Context: an optimization exercise on an open-source flow, tuned for small area and a short achievable clock period. The choices shown serve that exercise and are no tape-out recipe. Only simulation tests tie the RTL to the original design; equivalence was not proved.

==> 03-11: inputs <==
// component
module component (
    input  wire         clk,
    input  wire         rst,
    input  wire [31:0]  fifo1_data_in,
    input  wire [31:0]  fifo2_data_in,
    input  wire [31:0]  fifo3_data_in,
    input  wire         fifo1_write_en,
    input  wire         fifo2_write_en,
    input  wire         fifo3_write_en,
    input  wire         fifo1_read_en,
    input  wire         fifo2_read_en,
    input  wire         fifo3_read_en,
    output wire [31:0]  result_out,
    output wire         fifo1_empty,
    output wire         fifo2_empty,
    output wire         fifo3_empty,
    output wire         fifo1_full,
    output wire         fifo2_full,
    output wire         fifo3_full
);
    wire [31:0] fifo1_next;
    wire [31:0] fifo2_next;
    wire [31:0] fifo3_next;
    fifo #(.DATA_WIDTH(32)) fifo1_inst (
        .clk(clk), .rst(rst),
        .wr_en(fifo1_write_en), .re_en(fifo1_read_en),
        .data_in(fifo1_data_in), .next_head(fifo1_next),
        .empty(fifo1_empty), .full(fifo1_full)
    );
    fifo #(.DATA_WIDTH(32)) fifo2_inst (
        .clk(clk), .rst(rst),
        .wr_en(fifo2_write_en), .re_en(fifo2_read_en),
        .data_in(fifo2_data_in), .next_head(fifo2_next),
        .empty(fifo2_empty), .full(fifo2_full)
    );
    fifo #(.DATA_WIDTH(32)) fifo3_inst (
        .clk(clk), .rst(rst),
        .wr_en(fifo3_write_en), .re_en(fifo3_read_en),
        .data_in(fifo3_data_in), .next_head(fifo3_next),
        .empty(fifo3_empty), .full(fifo3_full)
    );
    localparam NB = 182;   
    wire [NB-1:0] rows_next;
    reg  [NB-1:0] rows;
    multiplier #(.NB(NB)) mult_inst (
        .a(fifo1_next), .b(fifo2_next), .c(fifo3_next),
        .rows(rows_next)
    );
    always @ (posedge clk)
        rows <= rows_next;
    adder #(.NB(NB)) adder_inst (
        .rows(rows),
        .sum(result_out)
    );
endmodule
==> module fifo, before the edit <==
module fifo #(
    parameter DATA_WIDTH = 32
) (
    input  wire                   clk,
    input  wire                   rst,
    input  wire                   wr_en,
    input  wire                   re_en,
    input  wire [DATA_WIDTH-1:0]  data_in,
    output wire [DATA_WIDTH-1:0]  next_head,
    output wire                   empty,
    output wire                   full
);
    localparam MDEPTH = 14;
    reg [DATA_WIDTH-1:0] memory [0:MDEPTH-1];
    reg [DATA_WIDTH-1:0] head;       
    reg [DATA_WIDTH-1:0] second;     
    reg [3:0] wr_ptr;
    reg [3:0] rd_ptr;
    reg [4:0] count;
    reg empty_reg;
    reg full_reg;
    reg one_reg;                     
    reg two_reg;                     
    reg many_reg;                    
    integer i;
    wire wr_fire = wr_en && !full_reg;
    wire rd_fire = re_en && !empty_reg;
    wire ld_din  = wr_en && (empty_reg || (re_en && one_reg));
    wire ld_sec  = re_en && (two_reg || many_reg);
    wire sec_din = wr_en && ((one_reg && !re_en) || (two_reg && re_en));
    wire pop     = re_en && many_reg;
    wire push    = wr_fire && !ld_din && !sec_din;
    assign next_head = ld_din ? data_in : (ld_sec ? second : head);
    reg [DATA_WIDTH-1:0] mem_out;
    always @* begin
        mem_out = {DATA_WIDTH{1'b0}};
        for (i = 0; i < MDEPTH; i = i + 1)
            mem_out = mem_out | (memory[i] & {DATA_WIDTH{rd_ptr == i}});
    end
    wire [4:0] count_next = count + {4'd0, wr_fire} - {4'd0, rd_fire};
    always @ (posedge clk or posedge rst) begin
        if (rst) begin
            wr_ptr    <= 4'd0;
            rd_ptr    <= 4'd0;
            count     <= 5'd0;
            empty_reg <= 1'b1;
            full_reg  <= 1'b0;
            one_reg   <= 1'b0;
            two_reg   <= 1'b0;
            many_reg  <= 1'b0;
        end else begin
            if (push)
                wr_ptr <= (wr_ptr == MDEPTH - 1) ? 4'd0 : wr_ptr + 4'd1;
            if (pop)
                rd_ptr <= (rd_ptr == MDEPTH - 1) ? 4'd0 : rd_ptr + 4'd1;
            count     <= count_next;
            empty_reg <= (count_next == 5'd0);
            full_reg  <= (count_next == 5'd16);
            one_reg   <= (count_next == 5'd1);
            two_reg   <= (count_next == 5'd2);
            many_reg  <= (count_next >= 5'd3);
        end
    end
    always @ (posedge clk) begin
        head <= next_head;
        if (sec_din)
            second <= data_in;
        else if (pop)
            second <= mem_out;
        if (push)
            memory[wr_ptr] <= data_in;
    end
    assign empty = empty_reg;
    assign full  = full_reg;
endmodule
==> flow/config.mk <==
export PLATFORM = sky130hd
export DESIGN_NAME = component
export DESIGN_NICKNAME = component
export VERILOG_FILES = /design/flow/design.v
export SDC_FILE = /design/flow/constraint.sdc
export NUM_CORES = 4
export LEC_CHECK = 0
export CAP_MARGIN = 20
export CORE_MARGIN = 2
export CORE_UTILIZATION = 65
export PLACE_DENSITY = 0.8
export SLEW_MARGIN = 20
==> flow/constraint.sdc <==
create_clock -name core_clock -period 13.0 [get_ports {clk}]
set_input_delay 2.6000 -clock core_clock [delete_from_list [all_inputs] [get_ports {clk}]]
set_output_delay 2.6000 -clock core_clock [all_outputs]
set_load 0.01 [all_outputs]
standard.sh (not shown) runs the stock make flow with config.mk's settings and CLKGATE_MAP_FILE= SYNTH_SCRIPT=/design/flow/synth_recipe.tcl, a recipe that flattens the netlist after the stock synthesis.
==> flow/flow/run.sh <==
#!/bin/bash
set -euo pipefail
MARGIN=${MARGIN:-6.3}
bash standard.sh \
  SETUP_SLACK_MARGIN=$MARGIN \
  "CTS_ARGS=-sink_clustering_enable -repair_clock_nets -dont_use_dummy_load -buf_list sky130_fd_sc_hd__clkbuf_16 -sink_clustering_size 27 -sink_clustering_max_diameter 90" \
  "BUFFER_PORTS_ARGS=-buffer_cell sky130_fd_sc_hd__buf_2" \
  finish > make_finish.log 2>&1
==> 06-08 (differences from 03-11) <==
--- a/flow/design.v
+++ b/flow/design.v
@@ -17,3 +17,3 @@
     reg [3:0] wr_ptr;
-    reg [3:0] rd_ptr;
+    reg [MDEPTH-1:0] rd_sel;         
     reg [4:0] count;
@@ -28,3 +28,2 @@
     wire ld_din  = wr_en && (empty_reg || (re_en && one_reg));
-    wire ld_sec  = re_en && (two_reg || many_reg);
     wire sec_din = wr_en && ((one_reg && !re_en) || (two_reg && re_en));
@@ -32,3 +31,3 @@
     wire push    = wr_fire && !ld_din && !sec_din;
-    assign next_head = ld_din ? data_in : (ld_sec ? second : head);
+    assign next_head = ld_din ? data_in : (re_en ? second : head);
     reg [DATA_WIDTH-1:0] mem_out;
@@ -37,3 +36,3 @@
         for (i = 0; i < MDEPTH; i = i + 1)
-            mem_out = mem_out | (memory[i] & {DATA_WIDTH{rd_ptr == i}});
+            mem_out = mem_out | (memory[i] & {DATA_WIDTH{rd_sel[i]}});
     end
@@ -43,3 +42,3 @@
             wr_ptr    <= 4'd0;
-            rd_ptr    <= 4'd0;
+            rd_sel    <= {{(MDEPTH-1){1'b0}}, 1'b1};
             count     <= 5'd0;
@@ -54,3 +53,3 @@
             if (pop)
-                rd_ptr <= (rd_ptr == MDEPTH - 1) ? 4'd0 : rd_ptr + 4'd1;
+                rd_sel <= {rd_sel[MDEPTH-2:0], rd_sel[MDEPTH-1]};
             count     <= count_next;
--- a/flow/flow/run.sh
+++ b/flow/flow/run.sh
@@ -2,3 +2,3 @@
 set -euo pipefail
-MARGIN=${MARGIN:-6.3}
+MARGIN=${MARGIN:-6.5}
 bash standard.sh \
--- a/flow/config.mk
+++ b/flow/config.mk
@@ -9,4 +9,4 @@
 export CORE_MARGIN = 2
-export CORE_UTILIZATION = 65
-export PLACE_DENSITY = 0.8
+export CORE_UTILIZATION = 55
+export PLACE_DENSITY = 0.7
 export SLEW_MARGIN = 20
==> comparison table <==
Starting density of the core: 03-11 65.34%; 06-08 55.52%
Starting DRT DRC Count: 03-11 7,028; 06-08 5,773
Result of the run: 03-11 complete, no violations; 06-08 complete, no violations
Floorplan core area: 03-11 0.1176 mm^2; 06-08 0.1399 mm^2
Total inserted antenna cells: 03-11 17; 06-08 9
Clock network area share: 03-11 2.365%; 06-08 2.379%
Buffering overhead: 03-11 2.297%; 06-08 2.635%
Synthesized area: 03-11 0.07684 mm^2; 06-08 0.07766 mm^2
Post-synthesis sequential area ratio: 03-11 65.20%; 06-08 65.48%
Number of cells traversed by the worst register-to-register path: 03-11 14; 06-08 13
Smallest hold slack: 03-11 0.5220 ns; 06-08 0.5268 ns
Number of gates on the worst path with buffers counted: 03-11 15; 06-08 14
Delay of the slowest cell on the worst path: 03-11 0.52 ns; 06-08 0.61 ns
Register fraction of the total cell area: 03-11 60.72%; 06-08 60.47%
Detailed-route wire length per cell: 03-11 30.25 um; 06-08 28.96 um
Routing usage on met2: 03-11 54.74%; 06-08 45.66%

-- what the ideal ports hide --
Ports are ideal in the flow. The routed layouts listed here were re-timed in OpenROAD. Step 1 assumes that a clkbuf_16 drives the clock port and a buf_2 every other input. Step 2, shift: input delay + t, output delay - t, t = (earliest + latest rising clock arrival at the registers) / 2. This alone moves slack from input paths to output paths. a / b / c = no drivers / after step 1 / after step 2; a / b = the first two.
run | t (ns) | setup slack, ns | clock arrival spread, ns
03-11 | 0.746 | 6.216 / 6.137 / 5.752 | 0.075 / 0.075
06-08 | 0.778 | 5.860 / 5.779 / 5.757 | 0.061 / 0.061
After both steps every run listed still meets setup and hold. For 03-11, which loses most, drivers alone change the setup slack by -0.079 ns; drivers and shift together by -0.464 ns.
